What follows belongs to an exercise in optimizing a design on an open flow for small area; a production flow would make more cautious choices. The RTL was checked by simulation tests, not by an equivalence proof against the original design. Power is estimated from default activity; no workload was simulated.

// multiple
module multiple(
 input iClk,
 input iReset_n,
 input iChipSelect_n,
 input iWrite_n,
 input iRead_n,
 input [3:0] iAddress,
 input [31:0] iData,
 output reg [31:0] oData
 );
==> flow/config.mk <==
export PLATFORM = sky130hd
export DESIGN_NAME = multiple
export DESIGN_NICKNAME = multiple
export VERILOG_FILES = /design/flow/design.v
export SDC_FILE = /design/flow/constraint.sdc
export NUM_CORES = 4
export LEC_CHECK = 0
export CAP_MARGIN = 5
export CORE_MARGIN = 2
export CORE_UTILIZATION = 40
export CTS_CLUSTER_DIAMETER = 150
export CTS_CLUSTER_SIZE = 30
export SLEW_MARGIN = 5
export SYNTH_HIERARCHICAL = 1
==> flow/constraint.sdc <==
create_clock -name core_clock -period 9.0 [get_ports {iClk}]
set_input_delay 1.8000 -clock core_clock [delete_from_list [all_inputs] [get_ports {iClk}]]
set_output_delay 1.8000 -clock core_clock [all_outputs]
set_load 0.01 [all_outputs]
standard.sh (not shown) runs the stock make flow with config.mk's settings and CLKGATE_MAP_FILE= SYNTH_SCRIPT=/design/flow/synth_recipe.tcl, a recipe that flattens the netlist after the stock synthesis.
==> flow/flow/run.sh <==
#!/bin/bash
# The standard layout, with the input and output port buffers made of the
# smallest buffer cell (every port still gets its own buffer).
set -euo pipefail
export BUFFER_PORTS_ARGS="-buffer_cell sky130_fd_sc_hd__buf_1"
bash standard.sh > standard_flow.log 2>&1
Then changed:
--- a/flow/config.mk
+++ b/flow/config.mk
@@ -6,9 +6,10 @@
 export NUM_CORES = 4
 export LEC_CHECK = 0
-export CAP_MARGIN = 5
+export CAP_MARGIN = 20
 export CORE_MARGIN = 2
 export CORE_UTILIZATION = 40
 export CTS_CLUSTER_DIAMETER = 150
 export CTS_CLUSTER_SIZE = 30
-export SLEW_MARGIN = 5
+export PLACE_DENSITY = 0.7
+export SLEW_MARGIN = 20
 export SYNTH_HIERARCHICAL = 1
Sequential cell count does not change.
Via count came out higher by 1.6%.
Non-clock buffer count drops by 1.
Cell count is about the same.
Critical path depth is unchanged.
Routed wire length goes down by 5.0%.
Final area barely changes.

* * *

multiple, a different RTL version from the one above (not shown whole).
Size: roughly 1,500 cells after synthesis, ~300 flip-flops, about 73 I/O pins.
make LEC_CHECK=0 CAP_MARGIN=20 CORE_MARGIN=2 CORE_UTILIZATION=40 CTS_CLUSTER_DIAMETER=100 CTS_CLUSTER_SIZE=20 SLEW_MARGIN=20 SYNTH_HIERARCHICAL=1 finish   # period 9.0 ns
run.sh (not shown) runs the stock make flow with config.mk's settings and CLKGATE_MAP_FILE= SYNTH_SCRIPT=/design/flow/synth_recipe.tcl, a recipe that flattens the netlist after the stock synthesis.
Stock flow here: none of the scripts above is used.
Edit:
CTS_CLUSTER_DIAMETER = 120   (was 100)
CTS_CLUSTER_SIZE = 26   (was 20)
GPL_TIMING_DRIVEN = 0   (was not set)
=> First-iteration DRC count is higher slightly; power rose by a little under a tenth; final area is higher by a few percent; wire length is higher by a few percent; global-route usage went up by 0.54 points.

--- another note on this design; it stands on its own ---

==> 10-27 <==
## multiple
module multiple(
 input iClk,
 input iReset_n,
 input iChipSelect_n,
 input iWrite_n,
 input iRead_n,
 input [3:0] iAddress,
 input [31:0] iData,
 output reg [31:0] oData
 );
==> flow/config.mk <==
export PLATFORM = sky130hd
export DESIGN_NAME = multiple
export DESIGN_NICKNAME = multiple
export VERILOG_FILES = /design/flow/design.v
export SDC_FILE = /design/flow/constraint.sdc
export NUM_CORES = 4
export LEC_CHECK = 0
export CAP_MARGIN = 20
export CORE_MARGIN = 2
export CORE_UTILIZATION = 40
export CTS_CLUSTER_DIAMETER = 120
export CTS_CLUSTER_SIZE = 26
export SLEW_MARGIN = 20
export SYNTH_HIERARCHICAL = 1
==> flow/constraint.sdc <==
create_clock -name core_clock -period 9.0 [get_ports {iClk}]
set_input_delay 1.8000 -clock core_clock [delete_from_list [all_inputs] [get_ports {iClk}]]
set_output_delay 1.8000 -clock core_clock [all_outputs]
set_load 0.01 [all_outputs]
standard.sh (not shown) runs the stock make flow with config.mk's settings and CLKGATE_MAP_FILE= SYNTH_SCRIPT=/design/flow/synth_recipe.tcl, a recipe that flattens the netlist after the stock synthesis.
==> flow/flow/run.sh <==
#!/bin/bash
# The standard layout, with the input and output port buffers made of the
# smallest buffer cell (every port still gets its own buffer).
set -euo pipefail
export BUFFER_PORTS_ARGS="-buffer_cell sky130_fd_sc_hd__buf_1"
bash standard.sh > standard_flow.log 2>&1
==> 08-08 (differences from 10-27) <==
==> flow/flow/run.sh (replaced) <==
#!/bin/bash
# The standard layout, with the input and output port buffers made of the
# smallest buffer cell (every port still gets its own buffer), and ORFS's
# power recovery after global routing (downsizes cells on paths with slack).
set -euo pipefail
export BUFFER_PORTS_ARGS="-buffer_cell sky130_fd_sc_hd__buf_1"
export RECOVER_POWER=100
bash standard.sh > standard_flow.log 2>&1
==> comparison table <==
quantity                                                                                  08-08          10-27
Outcome                                                              complete, but fails checks  no timing/DRC/antenna violations
Violated checks                                                   capacitance limit, slew limit              -
Pins Over Slew Limit                                                                        231              0
Vias/cell                                                                                  5.51           5.51
Power density cells                                                                 214 mW/mm^2    213 mW/mm^2
Switch share                                                                              35.7%          35.8%
Fraction of area in registers                                                             40.6%          40.4%
Non-clock buffer share                                                                    3.16%          3.27%
Multi-input logic portion of the cell area                                                49.2%          49.3%
Detailed-routing iteration count for the pre-antenna-repair pass                              5              8
Peak ir drop on the vdd network                                                        0.172 mV       0.172 mV
Max-cap viol count                                                                            8              0
CP max-delay cell                                                                       dfstp_1        dfstp_2
Least-Margin Pin Slew                                                                   3.49 ns        1.12 ns
Largest stage delay on the critical path                                                0.61 ns        0.59 ns
Sequential share of power                                                                 43.4%          43.3%
Power spent charging and discharging nets                                               1480 uW        1490 uW
Maximum clock rate                                                                      120 MHz        122 MHz
Footprint of the multi-input gates                                                0.00956 sq mm  0.00963 sq mm
Minimum clock period after layout                                                       8.36 ns        8.19 ns
Clock insertion delay at the later pin of the skew report                               0.50 ns        0.51 ns

-- separate check: timing with driven ports --
The flow's constraints put no driver on any port. The routed layouts listed below were extracted and timed again, unchanged, in two steps.
Step 1 sets driving cells, clkbuf_16 on the clock port and buf_2 on the other inputs (assumed; they add their load-dependent delay and slew).
Step 2, shift: input delay + t, output delay - t, t = (earliest + latest rising clock arrival at the registers) / 2. This alone moves slack from input paths to output paths.
Slacks: ideal ports / drivers / drivers and shift; pairs: ideal ports / drivers.
run | shift t [ns] | slack for setup (ns) | clock arrival spread, ns
the first run of note 1 | 0.545 | 0.814 / 0.814 / 0.814 | 0.015 / 0.014
the second run of note 1 | 0.530 | 0.694 / 0.694 / 0.694 | 0.016 / 0.016
the first run of note 2 | 0.555 | 1.057 / 1.057 / 1.057 | 0.019 / 0.019
the second run of note 2 | 0.544 | 0.544 / 0.544 / 0.544 | 0.016 / 0.017
10-27 | 0.550 | 0.814 / 0.814 / 0.814 | 0.023 / 0.023
08-08 | 0.548 | 0.644 / 0.644 / 0.644 | 0.021 / 0.021
